Context: an optimization exercise on an open-source flow, tuned for small area and a short achievable clock period. The choices shown serve that exercise and are no tape-out recipe. Only the layout flow was run in this run; the RTL was not checked for function there.

**flow/config.mk**
```make
export PLATFORM = sky130hd
export DESIGN_NAME = lab1
export DESIGN_NICKNAME = lab1
export VERILOG_FILES = /design/flow/design.v
export SDC_FILE = /design/flow/constraint.sdc
export NUM_CORES = 4
export LEC_CHECK = 0
export ABC_AREA = 1
export CAP_MARGIN = 20
export CORE_MARGIN = 2
export CORE_UTILIZATION = 30
export SLEW_MARGIN = 20
```
**flow/constraint.sdc**
```tcl
create_clock -name core_clock -period 15.0 [get_ports {clk}]
set_input_delay 3.0000 -clock core_clock [delete_from_list [all_inputs] [get_ports {clk}]]
set_output_delay 3.0000 -clock core_clock [all_outputs]
set_load 0.01 [all_outputs]
```
**flow/design.v**
```verilog
module nextc(a, b, f, w, cn, overflow);
  input [5:0] a;
  input [5:0] b;
  input [1:0] f;
  input w;
  output [11:0] cn;
  output overflow;
  wire new_n29, new_n30, new_n31, new_n32, new_n33, new_n34, new_n35,
    new_n36, new_n37, new_n38, new_n39, new_n40, new_n41, new_n42, new_n43,
    new_n44, new_n45, new_n46, new_n47, new_n48, new_n49, new_n50, new_n51,
    new_n52, new_n53, new_n54, new_n55, new_n56, new_n57, new_n58, new_n59,
    new_n60, new_n61, new_n62, new_n63, new_n64, new_n65, new_n66, new_n67,
    new_n68, new_n69, new_n70, new_n71, new_n72, new_n73, new_n74, new_n75,
    new_n76, new_n77, new_n78, new_n79, new_n80, new_n81, new_n82, new_n83,
    new_n84, new_n85, new_n86, new_n87, new_n88, new_n89, new_n90, new_n91,
    new_n92, new_n93, new_n94, new_n95, new_n96, new_n97, new_n98, new_n99,
    new_n100, new_n101, new_n102, new_n103, new_n104, new_n105, new_n106,
    new_n107, new_n108, new_n109, new_n110, new_n111, new_n112, new_n113,
    new_n114, new_n115, new_n116, new_n117, new_n118, new_n119, new_n120,
    new_n121, new_n122, new_n123, new_n124, new_n126, new_n127, new_n128,
    new_n129, new_n130, new_n131, new_n132, new_n133, new_n134, new_n135,
    new_n136, new_n137, new_n138, new_n139, new_n140, new_n141, new_n142,
    new_n143, new_n144, new_n145, new_n146, new_n147, new_n148, new_n149,
    new_n150, new_n151, new_n152, new_n153, new_n154, new_n155, new_n156,
    new_n157, new_n158, new_n159, new_n161, new_n162, new_n163, new_n164,
    new_n165, new_n166, new_n167, new_n168, new_n169, new_n170, new_n171,
    new_n172, new_n173, new_n174, new_n175, new_n176, new_n177, new_n178,
    new_n179, new_n180, new_n181, new_n182, new_n183, new_n184, new_n185,
    new_n186, new_n187, new_n188, new_n189, new_n190, new_n191, new_n192,
    new_n193, new_n194, new_n195, new_n196, new_n197, new_n198, new_n200,
    new_n201, new_n202, new_n203, new_n204, new_n205, new_n206, new_n207,
    new_n208, new_n209, new_n210, new_n211, new_n212, new_n213, new_n214,
    new_n215, new_n216, new_n217, new_n218, new_n219, new_n220, new_n221,
    new_n222, new_n223, new_n224, new_n225, new_n226, new_n227, new_n228,
    new_n229, new_n230, new_n231, new_n232, new_n233, new_n234, new_n235,
    new_n236, new_n237, new_n238, new_n239, new_n240, new_n241, new_n242,
    new_n243, new_n245, new_n246, new_n247, new_n248, new_n249, new_n250,
    new_n251, new_n252, new_n253, new_n254, new_n255, new_n256, new_n257,
    new_n258, new_n259, new_n260, new_n261, new_n262, new_n263, new_n264,
    new_n265, new_n266, new_n267, new_n268, new_n269, new_n270, new_n271,
    new_n272, new_n273, new_n274, new_n275, new_n276, new_n277, new_n278,
    new_n279, new_n280, new_n281, new_n282, new_n283, new_n284, new_n285,
    new_n286, new_n287, new_n288, new_n289, new_n290, new_n292, new_n293,
    new_n294, new_n295, new_n296, new_n297, new_n298, new_n299, new_n300,
    new_n301, new_n302, new_n303, new_n304, new_n305, new_n306, new_n307,
    new_n308, new_n309, new_n310, new_n311, new_n312, new_n313, new_n314,
    new_n315, new_n316, new_n317, new_n318, new_n319, new_n320, new_n321,
    new_n322, new_n323, new_n324, new_n325, new_n326, new_n327, new_n328,
    new_n329, new_n330, new_n331, new_n332, new_n333, new_n334, new_n335,
    new_n336, new_n337, new_n338, new_n339, new_n340, new_n342, new_n343,
    new_n344, new_n345, new_n346, new_n347, new_n348, new_n349, new_n350,
    new_n351, new_n352, new_n353, new_n354, new_n355, new_n356, new_n357,
    new_n358, new_n359, new_n360, new_n361, new_n362, new_n363, new_n364,
    new_n365, new_n366, new_n367, new_n368, new_n369, new_n370, new_n371,
    new_n372, new_n373, new_n374, new_n375, new_n376, new_n377, new_n378,
    new_n379, new_n380, new_n382, new_n383, new_n384, new_n385, new_n386,
    new_n387, new_n388, new_n389, new_n390, new_n391, new_n392, new_n393,
    new_n394, new_n395, new_n396, new_n397, new_n398, new_n399, new_n400,
    new_n401, new_n402, new_n403, new_n404, new_n405, new_n406, new_n407,
    new_n408, new_n409, new_n410, new_n411, new_n412, new_n413, new_n414,
    new_n415, new_n416, new_n418, new_n419, new_n420, new_n421, new_n422,
    new_n423, new_n424, new_n425, new_n426, new_n427, new_n428, new_n429,
    new_n430, new_n431, new_n432, new_n433, new_n434, new_n435, new_n436,
    new_n437, new_n438, new_n439, new_n440, new_n441, new_n442, new_n443,
    new_n444, new_n445, new_n446, new_n447, new_n449, new_n450, new_n451,
    new_n452, new_n453, new_n454, new_n455, new_n456, new_n457, new_n458,
    new_n459, new_n460, new_n461, new_n462, new_n463, new_n464, new_n465,
    new_n466, new_n467, new_n468, new_n469, new_n470, new_n471, new_n473,
    new_n474, new_n475, new_n476, new_n477, new_n478, new_n479, new_n480,
    new_n481, new_n482, new_n483, new_n484, new_n485, new_n487, new_n489,
    new_n490, new_n491, new_n492;
  assign new_n29 = f[1] & ~w;
  assign new_n30 = ~b[3] & ~b[4];
  assign new_n31 = ~b[2] & new_n30;
  assign new_n32 = ~b[1] & new_n31;
  assign new_n33 = ~b[0] & new_n32;
  assign new_n34 = b[5] & ~f[0];
  assign new_n35 = ~b[5] & f[0];
  assign new_n36 = ~new_n34 & ~new_n35;
  assign new_n37 = ~a[5] & ~new_n36;
  assign new_n38 = f[0] & new_n37;
  assign new_n39 = ~new_n33 & new_n38;
  assign new_n40 = new_n29 & new_n39;
  assign new_n41 = ~a[4] & b[4];
  assign new_n42 = a[4] & b[2];
  assign new_n43 = new_n30 & new_n42;
  assign new_n44 = ~new_n31 & ~new_n43;
  assign new_n45 = a[3] & b[1];
  assign new_n46 = ~a[4] & b[1];
  assign new_n47 = new_n31 & ~new_n46;
  assign new_n48 = a[3] & ~new_n47;
  assign new_n49 = b[0] & b[1];
  assign new_n50 = new_n47 & new_n49;
  assign new_n51 = ~new_n48 & ~new_n50;
  assign new_n52 = ~new_n45 & ~new_n51;
  assign new_n53 = ~a[3] & b[1];
  assign new_n54 = ~a[2] & b[0];
  assign new_n55 = ~new_n53 & ~new_n54;
  assign new_n56 = ~new_n50 & new_n55;
  assign new_n57 = ~new_n52 & ~new_n56;
  assign new_n58 = ~new_n44 & ~new_n57;
  assign new_n59 = b[0] & new_n58;
  assign new_n60 = ~a[2] & ~new_n59;
  assign new_n61 = a[2] & b[0];
  assign new_n62 = new_n58 & new_n61;
  assign new_n63 = ~new_n60 & ~new_n62;
  assign new_n64 = ~a[1] & b[0];
  assign new_n65 = ~b[1] & ~new_n64;
  assign new_n66 = ~new_n63 & ~new_n65;
  assign new_n67 = ~a[1] & new_n49;
  assign new_n68 = ~new_n66 & ~new_n67;
  assign new_n69 = new_n43 & new_n57;
  assign new_n70 = new_n68 & new_n69;
  assign new_n71 = new_n52 & ~new_n54;
  assign new_n72 = new_n48 & ~new_n58;
  assign new_n73 = ~new_n71 & ~new_n72;
  assign new_n74 = ~b[2] & new_n68;
  assign new_n75 = b[2] & ~new_n68;
  assign new_n76 = a[4] & b[3];
  assign new_n77 = ~b[4] & new_n76;
  assign new_n78 = ~new_n30 & ~new_n77;
  assign new_n79 = ~new_n75 & ~new_n78;
  assign new_n80 = ~new_n74 & new_n79;
  assign new_n81 = ~new_n73 & ~new_n80;
  assign new_n82 = ~new_n70 & ~new_n81;
  assign new_n83 = ~b[3] & ~new_n82;
  assign new_n84 = b[3] & new_n82;
  assign new_n85 = ~a[0] & new_n49;
  assign new_n86 = new_n73 & ~new_n74;
  assign new_n87 = new_n79 & ~new_n86;
  assign new_n88 = ~new_n69 & ~new_n87;
  assign new_n89 = b[0] & ~new_n88;
  assign new_n90 = a[1] & ~new_n89;
  assign new_n91 = new_n64 & ~new_n88;
  assign new_n92 = ~new_n90 & ~new_n91;
  assign new_n93 = ~a[0] & b[0];
  assign new_n94 = ~b[1] & ~new_n93;
  assign new_n95 = new_n92 & ~new_n94;
  assign new_n96 = ~new_n85 & ~new_n95;
  assign new_n97 = b[2] & ~new_n96;
  assign new_n98 = ~new_n65 & ~new_n67;
  assign new_n99 = ~new_n88 & new_n98;
  assign new_n100 = ~new_n63 & ~new_n99;
  assign new_n101 = new_n63 & new_n99;
  assign new_n102 = ~new_n100 & ~new_n101;
  assign new_n103 = ~b[2] & new_n96;
  assign new_n104 = ~new_n102 & ~new_n103;
  assign new_n105 = ~new_n97 & ~new_n104;
  assign new_n106 = ~new_n84 & new_n105;
  assign new_n107 = ~new_n83 & ~new_n106;
  assign new_n108 = ~new_n41 & ~new_n107;
  assign new_n109 = new_n77 & ~new_n87;
  assign new_n110 = ~new_n108 & ~new_n109;
  assign new_n111 = b[0] & ~new_n110;
  assign new_n112 = new_n40 & ~new_n111;
  assign new_n113 = ~f[1] & ~w;
  assign new_n114 = ~b[0] & new_n113;
  assign new_n115 = ~new_n112 & ~new_n114;
  assign new_n116 = a[0] & ~new_n115;
  assign new_n117 = new_n40 & ~new_n110;
  assign new_n118 = f[1] & ~new_n117;
  assign new_n119 = ~a[0] & ~new_n118;
  assign new_n120 = ~f[0] & f[1];
  assign new_n121 = a[0] & new_n120;
  assign new_n122 = ~w & ~new_n121;
  assign new_n123 = ~new_n119 & new_n122;
  assign new_n124 = b[0] & ~new_n123;
  assign cn[0] = new_n116 | new_n124;
  assign new_n126 = ~new_n85 & ~new_n94;
  assign new_n127 = ~new_n110 & new_n126;
  assign new_n128 = ~new_n92 & new_n127;
  assign new_n129 = new_n92 & ~new_n127;
  assign new_n130 = new_n40 & ~new_n129;
  assign new_n131 = ~new_n128 & new_n130;
  assign new_n132 = ~b[1] & ~f[0];
  assign new_n133 = b[1] & f[0];
  assign new_n134 = ~new_n132 & ~new_n133;
  assign new_n135 = a[1] & new_n134;
  assign new_n136 = ~a[1] & ~new_n134;
  assign new_n137 = ~new_n135 & ~new_n136;
  assign new_n138 = ~b[0] & ~f[0];
  assign new_n139 = ~new_n93 & ~new_n138;
  assign new_n140 = ~new_n137 & ~new_n139;
  assign new_n141 = new_n113 & ~new_n140;
  assign new_n142 = a[0] & ~b[0];
  assign new_n143 = f[0] & ~new_n93;
  assign new_n144 = ~new_n142 & new_n143;
  assign new_n145 = new_n137 & new_n144;
  assign new_n146 = new_n139 & ~new_n144;
  assign new_n147 = new_n137 & new_n146;
  assign new_n148 = ~new_n145 & ~new_n147;
  assign new_n149 = new_n141 & new_n148;
  assign new_n150 = b[1] & w;
  assign new_n151 = ~f[0] & new_n29;
  assign new_n152 = a[0] & b[1];
  assign new_n153 = a[1] & b[0];
  assign new_n154 = new_n152 & new_n153;
  assign new_n155 = ~new_n152 & ~new_n153;
  assign new_n156 = ~new_n154 & ~new_n155;
  assign new_n157 = new_n151 & new_n156;
  assign new_n158 = ~new_n150 & ~new_n157;
  assign new_n159 = ~new_n149 & new_n158;
  assign cn[1] = new_n131 | ~new_n159;
  assign new_n161 = b[2] & w;
  assign new_n162 = ~new_n97 & ~new_n103;
  assign new_n163 = ~new_n110 & new_n162;
  assign new_n164 = new_n102 & new_n163;
  assign new_n165 = ~new_n102 & ~new_n163;
  assign new_n166 = f[1] & new_n39;
  assign new_n167 = ~new_n165 & new_n166;
  assign new_n168 = ~new_n164 & new_n167;
  assign new_n169 = ~new_n135 & ~new_n147;
  assign new_n170 = ~a[2] & new_n169;
  assign new_n171 = a[2] & ~new_n169;
  assign new_n172 = ~new_n170 & ~new_n171;
  assign new_n173 = ~b[2] & ~f[0];
  assign new_n174 = b[2] & f[0];
  assign new_n175 = ~new_n173 & ~new_n174;
  assign new_n176 = new_n172 & ~new_n175;
  assign new_n177 = ~new_n172 & new_n175;
  assign new_n178 = ~new_n176 & ~new_n177;
  assign new_n179 = ~new_n145 & new_n178;
  assign new_n180 = new_n145 & ~new_n178;
  assign new_n181 = ~f[1] & ~new_n180;
  assign new_n182 = ~new_n179 & new_n181;
  assign new_n183 = a[2] & new_n154;
  assign new_n184 = ~new_n61 & ~new_n154;
  assign new_n185 = ~new_n183 & ~new_n184;
  assign new_n186 = a[1] & b[1];
  assign new_n187 = a[0] & b[2];
  assign new_n188 = ~new_n186 & ~new_n187;
  assign new_n189 = a[1] & b[2];
  assign new_n190 = new_n152 & new_n189;
  assign new_n191 = ~new_n188 & ~new_n190;
  assign new_n192 = ~new_n185 & ~new_n191;
  assign new_n193 = new_n185 & new_n191;
  assign new_n194 = new_n120 & ~new_n193;
  assign new_n195 = ~new_n192 & new_n194;
  assign new_n196 = ~new_n182 & ~new_n195;
  assign new_n197 = ~new_n168 & new_n196;
  assign new_n198 = ~w & ~new_n197;
  assign cn[2] = new_n161 | new_n198;
  assign new_n200 = ~new_n170 & ~new_n176;
  assign new_n201 = ~a[3] & ~new_n200;
  assign new_n202 = a[3] & new_n200;
  assign new_n203 = ~new_n201 & ~new_n202;
  assign new_n204 = ~b[3] & ~f[0];
  assign new_n205 = b[3] & f[0];
  assign new_n206 = ~new_n204 & ~new_n205;
  assign new_n207 = new_n203 & ~new_n206;
  assign new_n208 = ~new_n203 & new_n206;
  assign new_n209 = ~new_n207 & ~new_n208;
  assign new_n210 = ~new_n180 & new_n209;
  assign new_n211 = new_n180 & ~new_n209;
  assign new_n212 = ~new_n210 & ~new_n211;
  assign new_n213 = ~f[1] & ~new_n212;
  assign new_n214 = ~new_n83 & ~new_n109;
  assign new_n215 = new_n105 & ~new_n214;
  assign new_n216 = ~new_n82 & ~new_n108;
  assign new_n217 = ~new_n215 & ~new_n216;
  assign new_n218 = new_n39 & ~new_n217;
  assign new_n219 = new_n183 & new_n189;
  assign new_n220 = ~new_n183 & ~new_n190;
  assign new_n221 = ~new_n193 & new_n220;
  assign new_n222 = ~new_n219 & ~new_n221;
  assign new_n223 = a[2] & b[1];
  assign new_n224 = a[3] & b[0];
  assign new_n225 = a[0] & b[3];
  assign new_n226 = new_n189 & ~new_n225;
  assign new_n227 = ~new_n189 & new_n225;
  assign new_n228 = ~new_n226 & ~new_n227;
  assign new_n229 = ~new_n224 & new_n228;
  assign new_n230 = new_n224 & ~new_n228;
  assign new_n231 = ~new_n229 & ~new_n230;
  assign new_n232 = new_n223 & ~new_n231;
  assign new_n233 = ~new_n223 & new_n231;
  assign new_n234 = ~new_n232 & ~new_n233;
  assign new_n235 = ~new_n222 & ~new_n234;
  assign new_n236 = new_n222 & new_n234;
  assign new_n237 = ~new_n235 & ~new_n236;
  assign new_n238 = ~f[0] & ~new_n237;
  assign new_n239 = f[1] & ~new_n238;
  assign new_n240 = ~new_n218 & new_n239;
  assign new_n241 = ~new_n213 & ~new_n240;
  assign new_n242 = ~w & ~new_n241;
  assign new_n243 = ~b[3] & w;
  assign cn[3] = ~new_n242 & ~new_n243;
  assign new_n245 = a[4] & new_n39;
  assign new_n246 = b[4] & new_n245;
  assign new_n247 = new_n107 & new_n246;
  assign new_n248 = ~new_n221 & ~new_n236;
  assign new_n249 = ~new_n229 & ~new_n233;
  assign new_n250 = a[4] & b[0];
  assign new_n251 = a[2] & b[2];
  assign new_n252 = ~new_n250 & ~new_n251;
  assign new_n253 = new_n250 & new_n251;
  assign new_n254 = ~new_n252 & ~new_n253;
  assign new_n255 = new_n45 & ~new_n254;
  assign new_n256 = ~new_n45 & new_n254;
  assign new_n257 = ~new_n255 & ~new_n256;
  assign new_n258 = a[0] & b[4];
  assign new_n259 = a[1] & b[3];
  assign new_n260 = ~new_n187 & new_n259;
  assign new_n261 = new_n258 & ~new_n260;
  assign new_n262 = ~new_n258 & new_n260;
  assign new_n263 = ~new_n261 & ~new_n262;
  assign new_n264 = ~new_n257 & ~new_n263;
  assign new_n265 = new_n257 & new_n263;
  assign new_n266 = ~new_n264 & ~new_n265;
  assign new_n267 = ~new_n249 & ~new_n266;
  assign new_n268 = new_n249 & new_n266;
  assign new_n269 = ~new_n267 & ~new_n268;
  assign new_n270 = new_n248 & ~new_n269;
  assign new_n271 = ~new_n248 & new_n269;
  assign new_n272 = ~new_n270 & ~new_n271;
  assign new_n273 = ~f[0] & ~new_n272;
  assign new_n274 = f[1] & ~new_n273;
  assign new_n275 = ~new_n247 & new_n274;
  assign new_n276 = ~new_n201 & ~new_n207;
  assign new_n277 = ~new_n211 & ~new_n276;
  assign new_n278 = b[4] & ~f[0];
  assign new_n279 = ~b[4] & f[0];
  assign new_n280 = ~new_n278 & ~new_n279;
  assign new_n281 = ~a[4] & new_n280;
  assign new_n282 = a[4] & ~new_n280;
  assign new_n283 = ~new_n281 & ~new_n282;
  assign new_n284 = new_n277 & new_n283;
  assign new_n285 = ~new_n277 & ~new_n283;
  assign new_n286 = ~f[1] & ~new_n285;
  assign new_n287 = ~new_n284 & new_n286;
  assign new_n288 = ~new_n275 & ~new_n287;
  assign new_n289 = ~w & ~new_n288;
  assign new_n290 = ~b[4] & w;
  assign cn[4] = ~new_n289 & ~new_n290;
  assign new_n292 = a[5] & new_n36;
  assign new_n293 = ~new_n37 & ~new_n292;
  assign new_n294 = ~new_n281 & ~new_n284;
  assign new_n295 = new_n293 & ~new_n294;
  assign new_n296 = ~new_n293 & new_n294;
  assign new_n297 = new_n113 & ~new_n296;
  assign new_n298 = ~new_n295 & new_n297;
  assign new_n299 = b[5] & w;
  assign new_n300 = a[5] & b[0];
  assign new_n301 = a[1] & b[4];
  assign new_n302 = a[2] & b[3];
  assign new_n303 = a[0] & b[5];
  assign new_n304 = ~new_n302 & new_n303;
  assign new_n305 = new_n302 & ~new_n303;
  assign new_n306 = ~new_n304 & ~new_n305;
  assign new_n307 = new_n301 & new_n306;
  assign new_n308 = ~new_n301 & ~new_n306;
  assign new_n309 = ~new_n307 & ~new_n308;
  assign new_n310 = new_n225 & new_n301;
  assign new_n311 = ~new_n309 & ~new_n310;
  assign new_n312 = ~new_n306 & new_n310;
  assign new_n313 = ~new_n311 & ~new_n312;
  assign new_n314 = new_n300 & ~new_n313;
  assign new_n315 = ~new_n300 & new_n313;
  assign new_n316 = ~new_n314 & ~new_n315;
  assign new_n317 = ~new_n252 & ~new_n256;
  assign new_n318 = a[4] & b[1];
  assign new_n319 = a[3] & b[2];
  assign new_n320 = ~new_n318 & ~new_n319;
  assign new_n321 = new_n42 & new_n45;
  assign new_n322 = ~new_n320 & ~new_n321;
  assign new_n323 = ~new_n317 & ~new_n322;
  assign new_n324 = new_n317 & new_n322;
  assign new_n325 = ~new_n323 & ~new_n324;
  assign new_n326 = new_n316 & ~new_n325;
  assign new_n327 = ~new_n316 & new_n325;
  assign new_n328 = ~new_n326 & ~new_n327;
  assign new_n329 = new_n187 & ~new_n258;
  assign new_n330 = new_n259 & new_n329;
  assign new_n331 = ~new_n264 & ~new_n330;
  assign new_n332 = ~new_n328 & ~new_n331;
  assign new_n333 = new_n328 & new_n331;
  assign new_n334 = ~new_n332 & ~new_n333;
  assign new_n335 = ~new_n267 & ~new_n271;
  assign new_n336 = new_n334 & ~new_n335;
  assign new_n337 = ~new_n334 & new_n335;
  assign new_n338 = ~new_n336 & ~new_n337;
  assign new_n339 = new_n151 & ~new_n338;
  assign new_n340 = ~new_n299 & ~new_n339;
  assign cn[5] = new_n298 | ~new_n340;
  assign new_n342 = a[0] & w;
  assign new_n343 = ~new_n305 & ~new_n307;
  assign new_n344 = a[3] & b[3];
  assign new_n345 = a[1] & b[5];
  assign new_n346 = ~new_n344 & new_n345;
  assign new_n347 = new_n344 & ~new_n345;
  assign new_n348 = ~new_n346 & ~new_n347;
  assign new_n349 = a[2] & b[4];
  assign new_n350 = new_n348 & new_n349;
  assign new_n351 = ~new_n348 & ~new_n349;
  assign new_n352 = ~new_n350 & ~new_n351;
  assign new_n353 = new_n343 & ~new_n352;
  assign new_n354 = ~new_n343 & new_n352;
  assign new_n355 = ~new_n353 & ~new_n354;
  assign new_n356 = new_n321 & ~new_n355;
  assign new_n357 = ~new_n321 & new_n355;
  assign new_n358 = ~new_n356 & ~new_n357;
  assign new_n359 = new_n300 & ~new_n312;
  assign new_n360 = ~new_n311 & ~new_n359;
  assign new_n361 = new_n358 & ~new_n360;
  assign new_n362 = ~new_n358 & new_n360;
  assign new_n363 = ~new_n361 & ~new_n362;
  assign new_n364 = a[5] & b[1];
  assign new_n365 = ~new_n42 & new_n364;
  assign new_n366 = new_n42 & ~new_n364;
  assign new_n367 = ~new_n365 & ~new_n366;
  assign new_n368 = ~new_n363 & ~new_n367;
  assign new_n369 = new_n363 & new_n367;
  assign new_n370 = ~new_n368 & ~new_n369;
  assign new_n371 = ~new_n323 & ~new_n327;
  assign new_n372 = ~new_n370 & new_n371;
  assign new_n373 = new_n370 & ~new_n371;
  assign new_n374 = ~new_n372 & ~new_n373;
  assign new_n375 = ~new_n333 & ~new_n336;
  assign new_n376 = new_n374 & ~new_n375;
  assign new_n377 = ~new_n374 & new_n375;
  assign new_n378 = ~new_n376 & ~new_n377;
  assign new_n379 = new_n151 & ~new_n378;
  assign new_n380 = ~new_n342 & ~new_n379;
  assign cn[6] = new_n117 | ~new_n380;
  assign new_n382 = ~new_n373 & ~new_n376;
  assign new_n383 = ~new_n347 & ~new_n350;
  assign new_n384 = b[2] & new_n46;
  assign new_n385 = ~b[1] & ~b[2];
  assign new_n386 = a[5] & ~new_n385;
  assign new_n387 = ~new_n384 & new_n386;
  assign new_n388 = ~new_n383 & ~new_n387;
  assign new_n389 = new_n383 & new_n387;
  assign new_n390 = ~new_n388 & ~new_n389;
  assign new_n391 = ~new_n353 & ~new_n357;
  assign new_n392 = a[2] & b[5];
  assign new_n393 = ~new_n76 & new_n392;
  assign new_n394 = new_n76 & ~new_n392;
  assign new_n395 = ~new_n393 & ~new_n394;
  assign new_n396 = a[3] & b[4];
  assign new_n397 = new_n395 & new_n396;
  assign new_n398 = ~new_n395 & ~new_n396;
  assign new_n399 = ~new_n397 & ~new_n398;
  assign new_n400 = ~new_n391 & ~new_n399;
  assign new_n401 = new_n391 & new_n399;
  assign new_n402 = ~new_n400 & ~new_n401;
  assign new_n403 = new_n390 & new_n402;
  assign new_n404 = ~new_n390 & ~new_n402;
  assign new_n405 = ~new_n403 & ~new_n404;
  assign new_n406 = ~new_n361 & ~new_n369;
  assign new_n407 = ~new_n405 & new_n406;
  assign new_n408 = new_n405 & ~new_n406;
  assign new_n409 = ~new_n407 & ~new_n408;
  assign new_n410 = ~new_n382 & ~new_n409;
  assign new_n411 = new_n382 & new_n409;
  assign new_n412 = new_n151 & ~new_n411;
  assign new_n413 = ~new_n410 & new_n412;
  assign new_n414 = new_n40 & ~new_n88;
  assign new_n415 = a[1] & w;
  assign new_n416 = ~new_n414 & ~new_n415;
  assign cn[7] = new_n413 | ~new_n416;
  assign new_n418 = a[3] & b[5];
  assign new_n419 = a[4] & b[4];
  assign new_n420 = a[5] & b[3];
  assign new_n421 = ~new_n419 & new_n420;
  assign new_n422 = new_n419 & ~new_n420;
  assign new_n423 = ~new_n421 & ~new_n422;
  assign new_n424 = ~new_n418 & ~new_n423;
  assign new_n425 = new_n418 & new_n423;
  assign new_n426 = ~new_n424 & ~new_n425;
  assign new_n427 = ~new_n394 & ~new_n397;
  assign new_n428 = a[5] & new_n384;
  assign new_n429 = ~new_n389 & ~new_n428;
  assign new_n430 = new_n427 & ~new_n429;
  assign new_n431 = ~new_n427 & new_n429;
  assign new_n432 = ~new_n430 & ~new_n431;
  assign new_n433 = new_n426 & ~new_n432;
  assign new_n434 = ~new_n426 & new_n432;
  assign new_n435 = ~new_n433 & ~new_n434;
  assign new_n436 = ~new_n400 & ~new_n403;
  assign new_n437 = new_n435 & new_n436;
  assign new_n438 = ~new_n435 & ~new_n436;
  assign new_n439 = ~new_n437 & ~new_n438;
  assign new_n440 = ~new_n407 & ~new_n411;
  assign new_n441 = ~new_n439 & ~new_n440;
  assign new_n442 = new_n439 & new_n440;
  assign new_n443 = ~new_n441 & ~new_n442;
  assign new_n444 = new_n151 & ~new_n443;
  assign new_n445 = new_n40 & new_n58;
  assign new_n446 = a[2] & w;
  assign new_n447 = ~new_n445 & ~new_n446;
  assign cn[8] = new_n444 | ~new_n447;
  assign new_n449 = ~new_n438 & ~new_n442;
  assign new_n450 = ~new_n421 & ~new_n425;
  assign new_n451 = ~new_n431 & ~new_n434;
  assign new_n452 = new_n450 & ~new_n451;
  assign new_n453 = ~new_n450 & new_n451;
  assign new_n454 = ~new_n452 & ~new_n453;
  assign new_n455 = a[5] & b[4];
  assign new_n456 = a[4] & b[5];
  assign new_n457 = ~new_n455 & ~new_n456;
  assign new_n458 = new_n455 & new_n456;
  assign new_n459 = ~new_n457 & ~new_n458;
  assign new_n460 = new_n454 & new_n459;
  assign new_n461 = ~new_n454 & ~new_n459;
  assign new_n462 = ~new_n460 & ~new_n461;
  assign new_n463 = new_n449 & new_n462;
  assign new_n464 = ~new_n449 & ~new_n462;
  assign new_n465 = new_n151 & ~new_n464;
  assign new_n466 = ~new_n463 & new_n465;
  assign new_n467 = a[3] & w;
  assign new_n468 = ~a[3] & b[0];
  assign new_n469 = new_n47 & ~new_n468;
  assign new_n470 = new_n40 & new_n469;
  assign new_n471 = ~new_n467 & ~new_n470;
  assign cn[9] = new_n466 | ~new_n471;
  assign new_n473 = new_n32 & new_n245;
  assign new_n474 = ~new_n449 & ~new_n452;
  assign new_n475 = ~new_n453 & new_n457;
  assign new_n476 = ~new_n474 & new_n475;
  assign new_n477 = a[5] & b[5];
  assign new_n478 = ~f[0] & new_n477;
  assign new_n479 = new_n476 & new_n478;
  assign new_n480 = ~new_n473 & ~new_n479;
  assign new_n481 = new_n29 & ~new_n480;
  assign new_n482 = a[4] & w;
  assign new_n483 = new_n151 & ~new_n477;
  assign new_n484 = ~new_n476 & new_n483;
  assign new_n485 = ~new_n482 & ~new_n484;
  assign cn[10] = new_n481 | ~new_n485;
  assign new_n487 = a[5] & w;
  assign cn[11] = new_n484 | new_n487;
  assign new_n489 = ~a[5] & ~new_n294;
  assign new_n490 = ~new_n36 & new_n294;
  assign new_n491 = ~f[1] & ~new_n292;
  assign new_n492 = ~new_n490 & new_n491;
  assign overflow = ~new_n489 & new_n492;
endmodule
module bcd6(x, y);
  input [5:0] x;
  output [5:0] y;
  wire new_n14, new_n15, new_n16, new_n17, new_n18, new_n19, new_n20,
    new_n21, new_n22, new_n23, new_n24, new_n25, new_n26, new_n27, new_n28,
    new_n29, new_n30, new_n31, new_n32, new_n34, new_n35, new_n37, new_n38,
    new_n39, new_n40, new_n41, new_n42, new_n43, new_n44, new_n45, new_n46,
    new_n47, new_n49, new_n50, new_n51, new_n52, new_n53, new_n54, new_n55,
    new_n56, new_n57, new_n59, new_n60, new_n61;
  assign new_n14 = x[0] & x[5];
  assign new_n15 = x[1] & new_n14;
  assign new_n16 = ~x[1] & ~new_n14;
  assign new_n17 = ~new_n15 & ~new_n16;
  assign new_n18 = x[2] & ~x[4];
  assign new_n19 = ~x[3] & ~new_n18;
  assign new_n20 = x[5] & ~new_n15;
  assign new_n21 = new_n19 & new_n20;
  assign new_n22 = ~x[2] & x[4];
  assign new_n23 = x[3] & ~new_n22;
  assign new_n24 = x[1] & ~x[5];
  assign new_n25 = new_n23 & new_n24;
  assign new_n26 = ~x[3] & new_n22;
  assign new_n27 = ~x[0] & x[5];
  assign new_n28 = ~x[1] & new_n27;
  assign new_n29 = x[3] & new_n18;
  assign new_n30 = ~new_n28 & new_n29;
  assign new_n31 = ~new_n26 & ~new_n30;
  assign new_n32 = ~new_n25 & new_n31;
  assign y[4] = new_n21 | ~new_n32;
  assign new_n34 = ~new_n17 & ~y[4];
  assign new_n35 = new_n17 & y[4];
  assign y[1] = ~new_n34 & ~new_n35;
  assign new_n37 = ~new_n18 & ~new_n22;
  assign new_n38 = ~new_n14 & ~new_n37;
  assign new_n39 = x[3] & ~new_n38;
  assign new_n40 = new_n28 & new_n39;
  assign new_n41 = ~new_n19 & ~new_n23;
  assign new_n42 = ~new_n28 & new_n41;
  assign new_n43 = x[1] & ~new_n27;
  assign new_n44 = new_n18 & new_n43;
  assign new_n45 = new_n26 & ~new_n43;
  assign new_n46 = ~new_n44 & ~new_n45;
  assign new_n47 = ~new_n42 & new_n46;
  assign y[2] = new_n40 | ~new_n47;
  assign new_n49 = new_n19 & new_n43;
  assign new_n50 = ~y[1] & new_n49;
  assign new_n51 = ~x[1] & new_n41;
  assign new_n52 = ~new_n30 & ~new_n51;
  assign new_n53 = new_n27 & ~new_n52;
  assign new_n54 = x[5] & ~new_n18;
  assign new_n55 = ~x[1] & ~new_n54;
  assign new_n56 = new_n39 & new_n55;
  assign new_n57 = ~new_n53 & ~new_n56;
  assign y[3] = new_n50 | ~new_n57;
  assign new_n59 = x[4] & ~x[5];
  assign new_n60 = ~x[4] & x[5];
  assign new_n61 = ~new_n59 & ~new_n60;
  assign y[5] = new_n31 & ~new_n61;
  assign y[0] = x[0];
endmodule
module dd12(c, y);
  input [11:0] c;
  output [15:0] y;
  wire new_n31, new_n32, new_n33, new_n34, new_n35, new_n36, new_n37,
    new_n38, new_n39, new_n40, new_n41, new_n42, new_n43, new_n44, new_n45,
    new_n46, new_n47, new_n48, new_n49, new_n50, new_n51, new_n52, new_n53,
    new_n54, new_n55, new_n56, new_n57, new_n58, new_n59, new_n60, new_n61,
    new_n62, new_n63, new_n64, new_n65, new_n66, new_n67, new_n68, new_n69,
    new_n70, new_n71, new_n72, new_n73, new_n74, new_n75, new_n76, new_n77,
    new_n78, new_n79, new_n80, new_n81, new_n82, new_n83, new_n84, new_n85,
    new_n86, new_n87, new_n88, new_n89, new_n90, new_n91, new_n92, new_n93,
    new_n94, new_n95, new_n96, new_n97, new_n98, new_n99, new_n100,
    new_n101, new_n102, new_n103, new_n104, new_n105, new_n106, new_n107,
    new_n108, new_n109, new_n110, new_n111, new_n112, new_n113, new_n114,
    new_n115, new_n116, new_n117, new_n118, new_n119, new_n120, new_n121,
    new_n122, new_n123, new_n124, new_n125, new_n126, new_n127, new_n128,
    new_n129, new_n130, new_n131, new_n132, new_n133, new_n134, new_n135,
    new_n136, new_n137, new_n138, new_n139, new_n140, new_n141, new_n142,
    new_n143, new_n144, new_n145, new_n146, new_n147, new_n148, new_n149,
    new_n150, new_n151, new_n152, new_n153, new_n154, new_n155, new_n156,
    new_n157, new_n158, new_n159, new_n160, new_n161, new_n162, new_n163,
    new_n164, new_n165, new_n166, new_n167, new_n168, new_n169, new_n170,
    new_n171, new_n172, new_n173, new_n174, new_n175, new_n176, new_n177,
    new_n179, new_n180, new_n182, new_n183, new_n184, new_n187, new_n188,
    new_n189, new_n190, new_n191, new_n192, new_n193, new_n194, new_n195,
    new_n196, new_n197, new_n198, new_n199, new_n200, new_n201, new_n202,
    new_n203, new_n204, new_n205, new_n206, new_n207, new_n208, new_n209,
    new_n210, new_n211, new_n212, new_n213, new_n214, new_n215, new_n216,
    new_n217, new_n218, new_n219, new_n220, new_n222, new_n223, new_n226,
    new_n227, new_n229, new_n230, new_n231, new_n232, new_n233, new_n234,
    new_n235, new_n236, new_n237, new_n238, new_n239, new_n240, new_n241,
    new_n242, new_n243, new_n244, new_n245, new_n247, new_n248, new_n250,
    new_n251, new_n252, new_n253, new_n254, new_n255, new_n256;
  assign new_n31 = c[0] & c[1];
  assign new_n32 = c[11] & new_n31;
  assign new_n33 = ~c[0] & ~c[1];
  assign new_n34 = c[11] & ~new_n33;
  assign new_n35 = ~c[1] & ~new_n34;
  assign new_n36 = ~new_n32 & ~new_n35;
  assign new_n37 = ~c[2] & ~new_n34;
  assign new_n38 = c[2] & new_n34;
  assign new_n39 = ~new_n37 & ~new_n38;
  assign new_n40 = ~c[2] & new_n33;
  assign new_n41 = c[11] & ~new_n40;
  assign new_n42 = ~c[3] & ~new_n41;
  assign new_n43 = c[3] & new_n41;
  assign new_n44 = ~new_n42 & ~new_n43;
  assign new_n45 = ~c[3] & new_n40;
  assign new_n46 = ~c[4] & new_n45;
  assign new_n47 = ~c[5] & new_n46;
  assign new_n48 = c[11] & ~new_n47;
  assign new_n49 = c[6] & ~new_n48;
  assign new_n50 = ~c[6] & new_n48;
  assign new_n51 = ~new_n49 & ~new_n50;
  assign new_n52 = ~c[8] & c[10];
  assign new_n53 = c[8] & ~c[10];
  assign new_n54 = ~new_n52 & ~new_n53;
  assign new_n55 = c[9] & ~c[10];
  assign new_n56 = ~c[9] & c[10];
  assign new_n57 = ~new_n55 & ~new_n56;
  assign new_n58 = ~new_n54 & new_n57;
  assign new_n59 = ~new_n51 & ~new_n58;
  assign new_n60 = c[11] & ~new_n46;
  assign new_n61 = c[5] & ~new_n60;
  assign new_n62 = ~c[5] & new_n60;
  assign new_n63 = ~new_n61 & ~new_n62;
  assign new_n64 = ~c[6] & new_n47;
  assign new_n65 = c[11] & ~new_n64;
  assign new_n66 = ~c[7] & ~new_n65;
  assign new_n67 = c[7] & new_n65;
  assign new_n68 = ~new_n66 & ~new_n67;
  assign new_n69 = ~new_n63 & ~new_n68;
  assign new_n70 = ~c[7] & new_n64;
  assign new_n71 = new_n52 & new_n70;
  assign new_n72 = c[11] & ~new_n71;
  assign new_n73 = ~c[9] & ~new_n72;
  assign new_n74 = c[11] & new_n70;
  assign new_n75 = ~new_n54 & ~new_n74;
  assign new_n76 = c[10] & ~c[11];
  assign new_n77 = ~c[10] & c[11];
  assign new_n78 = ~new_n76 & ~new_n77;
  assign new_n79 = new_n75 & ~new_n78;
  assign new_n80 = c[9] & new_n72;
  assign new_n81 = ~new_n79 & ~new_n80;
  assign new_n82 = ~new_n73 & new_n81;
  assign new_n83 = ~new_n69 & new_n82;
  assign new_n84 = new_n63 & new_n68;
  assign new_n85 = ~new_n82 & ~new_n84;
  assign new_n86 = ~new_n83 & ~new_n85;
  assign new_n87 = new_n51 & new_n75;
  assign new_n88 = new_n54 & new_n74;
  assign new_n89 = ~new_n87 & ~new_n88;
  assign new_n90 = c[9] & new_n70;
  assign new_n91 = ~new_n54 & ~new_n57;
  assign new_n92 = ~new_n90 & new_n91;
  assign new_n93 = new_n89 & ~new_n92;
  assign new_n94 = ~new_n86 & ~new_n93;
  assign new_n95 = new_n86 & ~new_n92;
  assign new_n96 = ~new_n94 & ~new_n95;
  assign new_n97 = new_n59 & ~new_n96;
  assign new_n98 = ~new_n59 & new_n96;
  assign new_n99 = ~new_n97 & ~new_n98;
  assign new_n100 = c[11] & ~new_n45;
  assign new_n101 = c[4] & ~new_n100;
  assign new_n102 = ~c[4] & new_n100;
  assign new_n103 = ~new_n101 & ~new_n102;
  assign new_n104 = ~new_n99 & ~new_n103;
  assign new_n105 = ~new_n92 & new_n99;
  assign new_n106 = new_n68 & ~new_n105;
  assign new_n107 = ~new_n68 & ~new_n89;
  assign new_n108 = ~new_n92 & new_n107;
  assign new_n109 = ~new_n68 & ~new_n92;
  assign new_n110 = ~new_n63 & ~new_n109;
  assign new_n111 = new_n89 & new_n110;
  assign new_n112 = ~new_n108 & ~new_n111;
  assign new_n113 = ~new_n106 & new_n112;
  assign new_n114 = ~new_n82 & ~new_n113;
  assign new_n115 = new_n68 & new_n89;
  assign new_n116 = new_n82 & ~new_n115;
  assign new_n117 = ~new_n114 & ~new_n116;
  assign new_n118 = new_n54 & ~new_n116;
  assign new_n119 = ~new_n107 & ~new_n118;
  assign new_n120 = new_n83 & ~new_n119;
  assign new_n121 = ~new_n117 & ~new_n120;
  assign new_n122 = new_n63 & ~new_n121;
  assign new_n123 = ~new_n63 & ~new_n117;
  assign new_n124 = ~new_n122 & ~new_n123;
  assign new_n125 = new_n51 & ~new_n82;
  assign new_n126 = ~new_n51 & new_n82;
  assign new_n127 = ~new_n125 & ~new_n126;
  assign new_n128 = ~new_n54 & ~new_n69;
  assign new_n129 = ~new_n127 & new_n128;
  assign new_n130 = new_n69 & new_n127;
  assign new_n131 = ~new_n129 & ~new_n130;
  assign new_n132 = ~new_n96 & new_n131;
  assign new_n133 = ~new_n124 & new_n132;
  assign new_n134 = ~new_n104 & ~new_n133;
  assign new_n135 = new_n44 & ~new_n134;
  assign new_n136 = new_n39 & new_n135;
  assign new_n137 = ~new_n39 & ~new_n44;
  assign new_n138 = new_n99 & new_n103;
  assign new_n139 = new_n124 & ~new_n138;
  assign new_n140 = ~new_n104 & ~new_n124;
  assign new_n141 = ~new_n139 & ~new_n140;
  assign new_n142 = ~new_n137 & new_n141;
  assign new_n143 = ~new_n132 & ~new_n138;
  assign new_n144 = ~new_n124 & ~new_n143;
  assign new_n145 = new_n103 & new_n132;
  assign new_n146 = new_n144 & ~new_n145;
  assign new_n147 = ~new_n44 & ~new_n104;
  assign new_n148 = new_n139 & new_n147;
  assign new_n149 = ~new_n146 & ~new_n148;
  assign new_n150 = ~new_n142 & new_n149;
  assign new_n151 = ~new_n136 & new_n150;
  assign new_n152 = ~new_n39 & ~new_n151;
  assign new_n153 = ~c[2] & ~new_n151;
  assign new_n154 = c[2] & new_n151;
  assign new_n155 = ~new_n153 & ~new_n154;
  assign new_n156 = ~new_n31 & ~new_n155;
  assign new_n157 = new_n139 & ~new_n147;
  assign new_n158 = ~new_n144 & ~new_n157;
  assign new_n159 = ~new_n44 & ~new_n158;
  assign new_n160 = new_n44 & new_n158;
  assign new_n161 = ~new_n159 & ~new_n160;
  assign new_n162 = c[1] & new_n155;
  assign new_n163 = ~new_n161 & ~new_n162;
  assign new_n164 = ~new_n156 & new_n163;
  assign new_n165 = ~new_n149 & new_n161;
  assign new_n166 = ~new_n39 & new_n141;
  assign new_n167 = ~new_n165 & new_n166;
  assign new_n168 = new_n39 & new_n165;
  assign new_n169 = new_n135 & new_n151;
  assign new_n170 = ~new_n168 & ~new_n169;
  assign new_n171 = ~new_n167 & new_n170;
  assign new_n172 = ~new_n164 & new_n171;
  assign new_n173 = ~new_n152 & new_n172;
  assign new_n174 = new_n39 & new_n151;
  assign new_n175 = ~new_n161 & ~new_n174;
  assign new_n176 = ~new_n173 & ~new_n175;
  assign new_n177 = ~new_n161 & new_n173;
  assign y[4] = new_n176 | new_n177;
  assign new_n179 = ~new_n36 & y[4];
  assign new_n180 = new_n36 & ~y[4];
  assign y[1] = new_n179 | new_n180;
  assign new_n182 = ~new_n152 & ~new_n174;
  assign new_n183 = ~new_n179 & new_n182;
  assign new_n184 = new_n179 & ~new_n182;
  assign y[2] = ~new_n183 & ~new_n184;
  assign y[3] = ~new_n172 & ~y[2];
  assign new_n187 = new_n57 & ~new_n78;
  assign new_n188 = new_n119 & new_n187;
  assign new_n189 = new_n78 & ~new_n92;
  assign new_n190 = ~new_n188 & ~new_n189;
  assign new_n191 = ~new_n117 & new_n190;
  assign new_n192 = new_n117 & ~new_n190;
  assign new_n193 = ~new_n120 & ~new_n192;
  assign new_n194 = ~new_n191 & new_n193;
  assign new_n195 = new_n158 & new_n194;
  assign new_n196 = ~new_n158 & ~new_n194;
  assign new_n197 = ~new_n195 & ~new_n196;
  assign new_n198 = new_n114 & ~new_n194;
  assign new_n199 = ~new_n195 & ~new_n198;
  assign new_n200 = new_n78 & ~new_n119;
  assign new_n201 = ~new_n92 & ~new_n188;
  assign new_n202 = ~new_n200 & new_n201;
  assign new_n203 = new_n199 & ~new_n202;
  assign new_n204 = ~new_n120 & new_n203;
  assign new_n205 = ~new_n197 & ~new_n204;
  assign new_n206 = new_n99 & ~new_n146;
  assign new_n207 = ~new_n133 & ~new_n206;
  assign new_n208 = ~new_n199 & new_n202;
  assign new_n209 = ~new_n203 & ~new_n208;
  assign new_n210 = ~new_n207 & new_n209;
  assign new_n211 = new_n207 & ~new_n209;
  assign new_n212 = ~new_n210 & ~new_n211;
  assign new_n213 = new_n151 & new_n212;
  assign new_n214 = ~new_n210 & ~new_n213;
  assign new_n215 = ~new_n205 & new_n214;
  assign new_n216 = ~new_n196 & new_n204;
  assign new_n217 = ~new_n214 & ~new_n216;
  assign new_n218 = ~new_n215 & ~new_n217;
  assign new_n219 = ~new_n151 & ~new_n212;
  assign new_n220 = ~new_n213 & ~new_n219;
  assign y[5] = ~new_n218 & ~new_n220;
  assign new_n222 = new_n215 & ~new_n216;
  assign new_n223 = new_n205 & ~new_n214;
  assign y[6] = new_n222 | new_n223;
  assign y[7] = new_n218 & ~new_n219;
  assign new_n226 = ~new_n212 & ~new_n218;
  assign new_n227 = new_n151 & new_n218;
  assign y[8] = ~new_n226 & ~new_n227;
  assign new_n229 = ~new_n117 & new_n189;
  assign new_n230 = ~new_n158 & new_n229;
  assign new_n231 = ~new_n207 & new_n230;
  assign new_n232 = new_n89 & new_n158;
  assign new_n233 = ~new_n207 & ~new_n232;
  assign new_n234 = ~new_n82 & ~new_n115;
  assign new_n235 = ~new_n233 & new_n234;
  assign new_n236 = new_n202 & ~new_n235;
  assign new_n237 = ~new_n231 & new_n236;
  assign new_n238 = ~new_n99 & new_n158;
  assign new_n239 = ~new_n117 & ~new_n238;
  assign new_n240 = new_n187 & ~new_n239;
  assign new_n241 = ~new_n120 & ~new_n240;
  assign new_n242 = new_n114 & ~new_n207;
  assign new_n243 = ~new_n202 & ~new_n230;
  assign new_n244 = ~new_n242 & new_n243;
  assign new_n245 = new_n241 & new_n244;
  assign y[9] = ~new_n237 & ~new_n245;
  assign new_n247 = ~new_n236 & new_n241;
  assign new_n248 = new_n236 & ~new_n241;
  assign y[10] = ~new_n247 & ~new_n248;
  assign new_n250 = new_n82 & ~new_n194;
  assign new_n251 = ~new_n238 & ~new_n250;
  assign new_n252 = ~new_n78 & new_n207;
  assign new_n253 = ~new_n251 & ~new_n252;
  assign new_n254 = new_n57 & new_n253;
  assign new_n255 = ~new_n187 & ~new_n253;
  assign new_n256 = ~new_n254 & ~new_n255;
  assign y[11] = ~y[10] & new_n256;
  assign y[12] = ~new_n189 & ~new_n253;
  assign y[13] = ~new_n78 & new_n253;
  assign y[14] = 1'b0;
  assign y[15] = 1'b0;
  assign y[0] = c[0];
endmodule
module segm(x, y, f, bcd_out);
  input [15:0] x;
  input [13:0] y;
  input [1:0] f;
  output [27:0] bcd_out;
  wire new_n62, new_n63, new_n64, new_n65, new_n66, new_n67, new_n68,
    new_n69, new_n70, new_n71, new_n72, new_n73, new_n74, new_n75, new_n76,
    new_n77, new_n78, new_n80, new_n81, new_n82, new_n83, new_n85, new_n91,
    new_n92, new_n93, new_n94, new_n95, new_n96, new_n97, new_n98, new_n99,
    new_n100, new_n102, new_n103, new_n104, new_n105, new_n106, new_n107,
    new_n108, new_n111, new_n114, new_n117, new_n118, new_n119, new_n120,
    new_n121, new_n122, new_n123, new_n124, new_n125, new_n126, new_n127,
    new_n128, new_n129, new_n130, new_n132, new_n133, new_n134, new_n135,
    new_n136, new_n137, new_n140, new_n141, new_n146, new_n147, new_n148,
    new_n149, new_n150, new_n151, new_n152, new_n153, new_n154, new_n155,
    new_n157, new_n158, new_n159, new_n160, new_n161, new_n162, new_n163,
    new_n166, new_n169;
  assign new_n62 = ~f[0] & f[1];
  assign new_n63 = x[2] & new_n62;
  assign new_n64 = y[2] & ~new_n62;
  assign new_n65 = ~new_n63 & ~new_n64;
  assign new_n66 = x[1] & new_n62;
  assign new_n67 = y[1] & ~new_n62;
  assign new_n68 = ~new_n66 & ~new_n67;
  assign new_n69 = x[0] & new_n62;
  assign new_n70 = y[0] & ~new_n62;
  assign new_n71 = ~new_n69 & ~new_n70;
  assign new_n72 = ~new_n68 & ~new_n71;
  assign new_n73 = ~new_n65 & ~new_n72;
  assign new_n74 = new_n68 & new_n71;
  assign new_n75 = x[3] & new_n62;
  assign new_n76 = y[3] & ~new_n62;
  assign new_n77 = ~new_n75 & ~new_n76;
  assign new_n78 = ~new_n74 & new_n77;
  assign bcd_out[4] = new_n73 & new_n78;
  assign new_n80 = new_n65 & new_n74;
  assign new_n81 = new_n65 & ~new_n68;
  assign new_n82 = new_n77 & ~new_n81;
  assign new_n83 = ~new_n80 & new_n82;
  assign bcd_out[0] = ~bcd_out[4] & new_n83;
  assign new_n85 = new_n71 & new_n78;
  assign bcd_out[1] = new_n65 & new_n85;
  assign bcd_out[2] = ~new_n80 & ~new_n85;
  assign bcd_out[3] = ~new_n73 & new_n82;
  assign bcd_out[5] = ~new_n73 & new_n78;
  assign bcd_out[6] = new_n68 & bcd_out[0];
  assign new_n91 = ~x[4] & ~x[7];
  assign new_n92 = new_n62 & new_n91;
  assign new_n93 = x[4] & x[5];
  assign new_n94 = x[6] & ~new_n93;
  assign new_n95 = ~x[7] & ~new_n94;
  assign new_n96 = new_n62 & ~new_n95;
  assign new_n97 = x[5] & new_n62;
  assign new_n98 = ~x[6] & new_n97;
  assign new_n99 = y[5] & ~new_n62;
  assign new_n100 = ~new_n98 & ~new_n99;
  assign bcd_out[10] = ~new_n96 & new_n100;
  assign new_n102 = ~new_n92 & ~bcd_out[10];
  assign new_n103 = ~y[4] & ~new_n62;
  assign new_n104 = ~x[4] & ~x[5];
  assign new_n105 = ~x[6] & new_n62;
  assign new_n106 = new_n104 & new_n105;
  assign new_n107 = ~new_n103 & ~new_n106;
  assign new_n108 = new_n91 & new_n97;
  assign bcd_out[9] = new_n107 & ~new_n108;
  assign bcd_out[7] = ~new_n102 & bcd_out[9];
  assign new_n111 = ~new_n96 & new_n107;
  assign bcd_out[12] = new_n99 | new_n111;
  assign bcd_out[8] = ~bcd_out[9] & bcd_out[12];
  assign new_n114 = ~x[7] & ~new_n104;
  assign bcd_out[11] = new_n96 & new_n114;
  assign bcd_out[13] = ~new_n97 & bcd_out[7];
  assign new_n117 = x[8] & new_n62;
  assign new_n118 = y[6] & ~new_n62;
  assign new_n119 = ~new_n117 & ~new_n118;
  assign new_n120 = ~x[11] & new_n62;
  assign new_n121 = x[9] & new_n120;
  assign new_n122 = ~y[9] & ~new_n62;
  assign new_n123 = y[7] & new_n122;
  assign new_n124 = ~new_n121 & ~new_n123;
  assign new_n125 = ~y[8] & ~new_n62;
  assign new_n126 = ~y[7] & new_n125;
  assign new_n127 = ~x[10] & new_n62;
  assign new_n128 = ~x[9] & new_n127;
  assign new_n129 = ~new_n126 & ~new_n128;
  assign new_n130 = new_n124 & new_n129;
  assign bcd_out[16] = ~new_n119 | new_n130;
  assign new_n132 = ~new_n120 & ~new_n122;
  assign new_n133 = ~new_n125 & ~new_n127;
  assign new_n134 = ~new_n124 & ~new_n133;
  assign new_n135 = new_n119 & ~new_n134;
  assign new_n136 = ~new_n132 & ~new_n135;
  assign new_n137 = new_n124 & ~new_n136;
  assign bcd_out[19] = ~new_n130 & new_n136;
  assign bcd_out[18] = ~new_n137 & ~bcd_out[19];
  assign new_n140 = ~new_n132 & ~new_n134;
  assign new_n141 = ~bcd_out[18] & new_n140;
  assign bcd_out[14] = bcd_out[16] & new_n141;
  assign bcd_out[15] = new_n119 & new_n134;
  assign bcd_out[17] = ~new_n130 & new_n141;
  assign bcd_out[20] = new_n124 & bcd_out[14];
  assign new_n146 = ~x[12] & ~x[15];
  assign new_n147 = new_n62 & new_n146;
  assign new_n148 = x[12] & x[13];
  assign new_n149 = x[14] & ~new_n148;
  assign new_n150 = ~x[15] & ~new_n149;
  assign new_n151 = new_n62 & ~new_n150;
  assign new_n152 = x[13] & new_n62;
  assign new_n153 = ~x[14] & new_n152;
  assign new_n154 = y[11] & ~new_n62;
  assign new_n155 = ~new_n153 & ~new_n154;
  assign bcd_out[24] = ~new_n151 & new_n155;
  assign new_n157 = ~new_n147 & ~bcd_out[24];
  assign new_n158 = ~y[10] & ~new_n62;
  assign new_n159 = ~x[12] & ~x[13];
  assign new_n160 = ~x[14] & new_n62;
  assign new_n161 = new_n159 & new_n160;
  assign new_n162 = ~new_n158 & ~new_n161;
  assign new_n163 = new_n146 & new_n152;
  assign bcd_out[23] = new_n162 & ~new_n163;
  assign bcd_out[21] = ~new_n157 & bcd_out[23];
  assign new_n166 = ~new_n151 & new_n162;
  assign bcd_out[26] = new_n154 | new_n166;
  assign bcd_out[22] = ~bcd_out[23] & bcd_out[26];
  assign new_n169 = ~x[15] & ~new_n159;
  assign bcd_out[25] = new_n151 & new_n169;
  assign bcd_out[27] = ~new_n152 & bcd_out[21];
endmodule
module lab1(clear, sign, bcd_out, overflow, c, a, b, f, w, clk);
   input [5:0] a, b;
   input [1:0] f;
   input       w;
   input       clk;
   output reg [11:0] c;
   output        overflow;
   output [27:0] bcd_out;
   output        sign;
   output [5:0]  clear;
   wire [11:0] cn;
   nextc nxt(.a(a), .b(b), .f(f), .w(w), .cn(cn), .overflow(overflow));
   assign clear = 6'b111111;
   always @(posedge clk)
     c <= cn;
   wire [15:0] bw;
   wire [5:0]  bl, bh;
   dd12 conv12(.c(c), .y(bw));
   bcd6 conv_lo(.x(c[5:0]), .y(bl));
   bcd6 conv_hi(.x(c[11:6]), .y(bh));
   segm disp(.x(bw), .y({2'b00, bh, bl}), .f(f), .bcd_out(bcd_out));
   assign sign = f[1] ? ~c[11] : ~c[5];
endmodule
```
**flow/flow/run.sh**
```bash
#!/bin/bash
# The standard layout (the standard.sh, unchanged synthesis), with one change:
# the port buffers that ORFS inserts at global placement use sky130_fd_sc_hd__buf_2
# instead of the cell buffer_ports picks by default (clkdlybuf4s50_1, a slow delay cell).
set -euo pipefail
export BUFFER_PORTS_ARGS="-buffer_cell sky130_fd_sc_hd__buf_2"
bash standard.sh > standard_flow.log 2>&1
```
**flow/standard.sh**
```bash
#!/bin/bash
# synth_recipe.tcl (not shown) runs the flow's synth.tcl, then flattens the netlist and writes it again
# the make line also repeats each setting of config.mk as NAME=value (left out here)
make -C /OpenROAD-flow-scripts/flow DESIGN_CONFIG=/design/flow/config.mk WORK_HOME=/design/flow/orfs CLKGATE_MAP_FILE= SYNTH_SCRIPT=/design/flow/synth_recipe.tcl "${@:-finish}"
```
==> notes.md <==
## metrics by stage
| step | hold WS (ns) | setup slack [ns] |
|---|---|---|
| after global placement | 3.428 | 5.885 |
| after floorplan | 3.192 | 6.069 |
| after CTS | 3.178 | 5.911 |
| after global routing | 3.200 | 5.699 |
| final | 3.176 | 5.898 |
| after detailed placement | 3.421 | 5.924 |
## worst max-delay path by stage
stage | startpoint | to | slack (ns) | cells after the start
6_report | f[0] | overflow | 5.90 | 18
2_1_floorplan | f[0] | overflow | 6.07 | 17
3_5_place_dp | f[0] | overflow | 5.92 | 18
5_1_grt | f[0] | overflow | 5.70 | 18
3_3_place_gp | f[0] | overflow | 5.88 | 18
4_1_cts | f[0] | overflow | 5.91 | 18
## report_power, final
part / switching [W] / internal, W
clock: 0.0000113 / 0.0000345
combinational: 0.000429 / 0.000239
sequential: 0.0000108 / 0.0000366
total: 0.000451 / 0.000310
## cell usage in the layout, fill, tap and decap left out, types with 3 or more instances in the layout
cell       netlist  routed
ha_1            29      29
inv_1          134     134
o221ai_1         3       3
xnor2_1          6       6
nand3_4          4       4
o31ai_1          3       3
nand3_2         11      11
nand2_2         16      16
a21oi_1         28      28
o22ai_1          4       4
nor2_2           6       6
nor2_1          81      81
o21ai_0         29      29
nor3_1          13      13
nand3_1         57      57
conb_1           2       7
nand3b_1         5       5
nand2_4          3       3
or2_2            3       3
dfxtp_1         12      12
inv_2           10      10
o21ai_2          3       3
buf_2            5      56
nand4_1         14      14
o21bai_1         4       4
o21ai_1          7       7
clkbuf_16        0       3
fa_1            18      18
nand2_1        166     166
xor2_1          14      14
o211ai_1         6       6
## metal layers
metal  global-route usage (%)  up-vias  wire length (um)
met2                    29.96       81              6212
li1                         -     2445                 -
met5                        0        -                 0
met4                    2.974        0               126
met1                    19.19     2107              5351
met3                   0.4296        8               422
## cell type report
cell class	count	area share (%)
inverters	144	11.22
repair buffers	57	5.976
clock buffers	3	1.559
well taps	184	4.780
flip-flops and latches	12	4.988
multi-input cells	567	71.47
## critical path, stage by stage
cell,delay (ns)
buf_2,0.18
xor2_1,0.19
ha_1,0.30
inv_1,0.05
nor2_1,0.10
inv_1,0.05
o21bai_1,0.17
fa_1,0.19
inv_1,0.05
fa_1,0.49
inv_1,0.04
ha_1,0.16
nor2_1,0.13
nand2_1,0.08
nand2_1,0.11
nor2_1,0.05
a2111oi_0,0.51
buf_2,0.25
## cells by family after synthesis
kind of cell,after synthesis
DFF,12
AOI/OAI and AO/OA,106
xor gates and xnor gates,20
buffers and inverters,172
other,2
adders and majority gates,47
and+or+nand+nor,387
==> impl_metrics.yaml <==
min_path:
  hold_class: "primary input to flop"
  worstHoldPathCells: 3
  min_from: "w"
  worstHoldEndpoint: "c[8]"
drt:
  wl_per_cell_um: 12.53
  dr.pass1.iters: 4
  drc_errors: 0
  wl_um: 12110
  viasPerCell: 4.799
  first_iter_violations: 215
  postRouteAntennaNets: 0
  routed-via-count: 4641
outcome:
  status: "finished clean"
synth:
  synth.mux.area_fraction_pct: 0
  synth_xor_area_share_pct: 4.024
  syn_inst: 746
  synth_compound_area_share_pct: 15.12
  yosysMostFrequentCell: "nand2_1"
  synth_top_area_cell: "nand2_1"
  yosys_most_used_dff: "dfxtp_1"
  synth_area_per_cell_sq_um: 5.835
  netlist_area_sq_um: 4353
  yosysWarningCount: 1
  synth_simple_gate_area_share_pct: 42.71
  synth_common_cells: "nand2_1, inv_1, nor2_1, nand3_1"
  synthAdderAreaFrac_pct: 16.61
  ys_seq_area_share_pct: 5.519
  yosysTopAreaCellShare_pct: 14.31
  synth_top_family_by_area: "simple AND/OR/NAND/NOR gates"
  synthArstFlopShare_pct: 0
  synthTopCellsByArea: "nand2_1, inv_1, ha_1"
  synth-edff-count: 0
  ys_ff_latch: 12
  synth.distinct_cells: 53
floorplan:
  die_area_sq_um: 15490
  pin_count: 64
  die_y_um: 124.5
  start_util_pct: 30.29
  rows: 44
  die_w_um: 124.5
  coreArea_sq_um: 14370
place:
  dp_hpwl_um: 10160
  dp.cells: 964
  portBuffers: 56
  dpl_cell_area_sq_um: 4741
  globalplace.congestion: 0.8951
timing:
  fin_crit_sh_pct: 60.68
  finalSetupTns_ns: 0
  rsz0062_at_grt: "no"
  finalSetupViolCount: 0
  report.final.slew_viol_count: 0
  tightest_slew_ns: 0.7153
  fmax_mhz: 109.9
  finalCriticalPeriod_ns: 9.102
  slew_headroom_pct: 51.94
  hold_violations: 0
clocking:
  cts_tree: "done"
  htree_num_levels: 1
  cts-buffers-inserted: 3
  clock-sinks: 12
  holdBufCountCts: 0
  cts_buffer_depth: 2
  cts_resized: 0
  clk_pin_slew_ns: 0.04
  post-cts-setup-buffer-count: 0
  root_buffer: "clkbuf_16"
finish:
  seq_area_sq_um: 240.2
  multi_input_area_sq_um: 3442
  area_delta_synth_final_pct: 10.64
  fillCellCount: 1593
  stdcell_area_sq_um: 4816
  nNetsFinal: 848
  final_layout_size_suffix_gt1_share_pct: 15.71
  final_util_pct: 33.52
  reg_top3: "c x12"
  regMostFlops: "c"
  largest_reg_flops: 12
  instances_no_fill: 967
  antenna_cells: 0
setup_path:
  worstSetupPathType: "primary input to primary output"
  cp_max_fo: 10
  cp-start-kind: "primary input"
  cp.required_ns: 12.00
  cp-end-kind: "primary output"
  crit_arrival_ns: 6.10
global_routing:
  grt_max_degree: 18
  grt_pass1_wl_um: 20560
  grt_pass1_vias: 4398
  grt_usage_pct: 15.52
  overflow: 0
  antenna_found_initial: 0
power_and_ir_drop:
  leakage_nw: 2.669
  ir_drop_mv: 0.05121
  cellPowerDensity_nw_per_um2: 158.0
  total_power_w: 0.0007608
flow_run:
  max-cap-violations: 0

==> afterwards: timing with drivers on the ports <==
No port has a modelled driver above. Below, the same layout with a new extraction and two added sets of constraints. Step 1 assumes that a clkbuf_16 drives the clock port and a buf_2 every other input. Step 2 adds t to the input delays and takes it off the output delays; t is the mean of the earliest and latest rising clock arrival at the registers after step 1. Input paths then give back, and output paths get back, about the clock's delay inside the block. Slacks: ideal ports / drivers / drivers and shift; pairs: ideal ports / drivers.
t (ns): 0.263
setup WS [ns]: 5.898 / 5.866 / 5.866
worst setup path at the end: input to output
After both steps setup and hold are still met in this run. For this run, drivers alone change the setup slack by -0.032 ns; drivers and shift together by -0.032 ns.
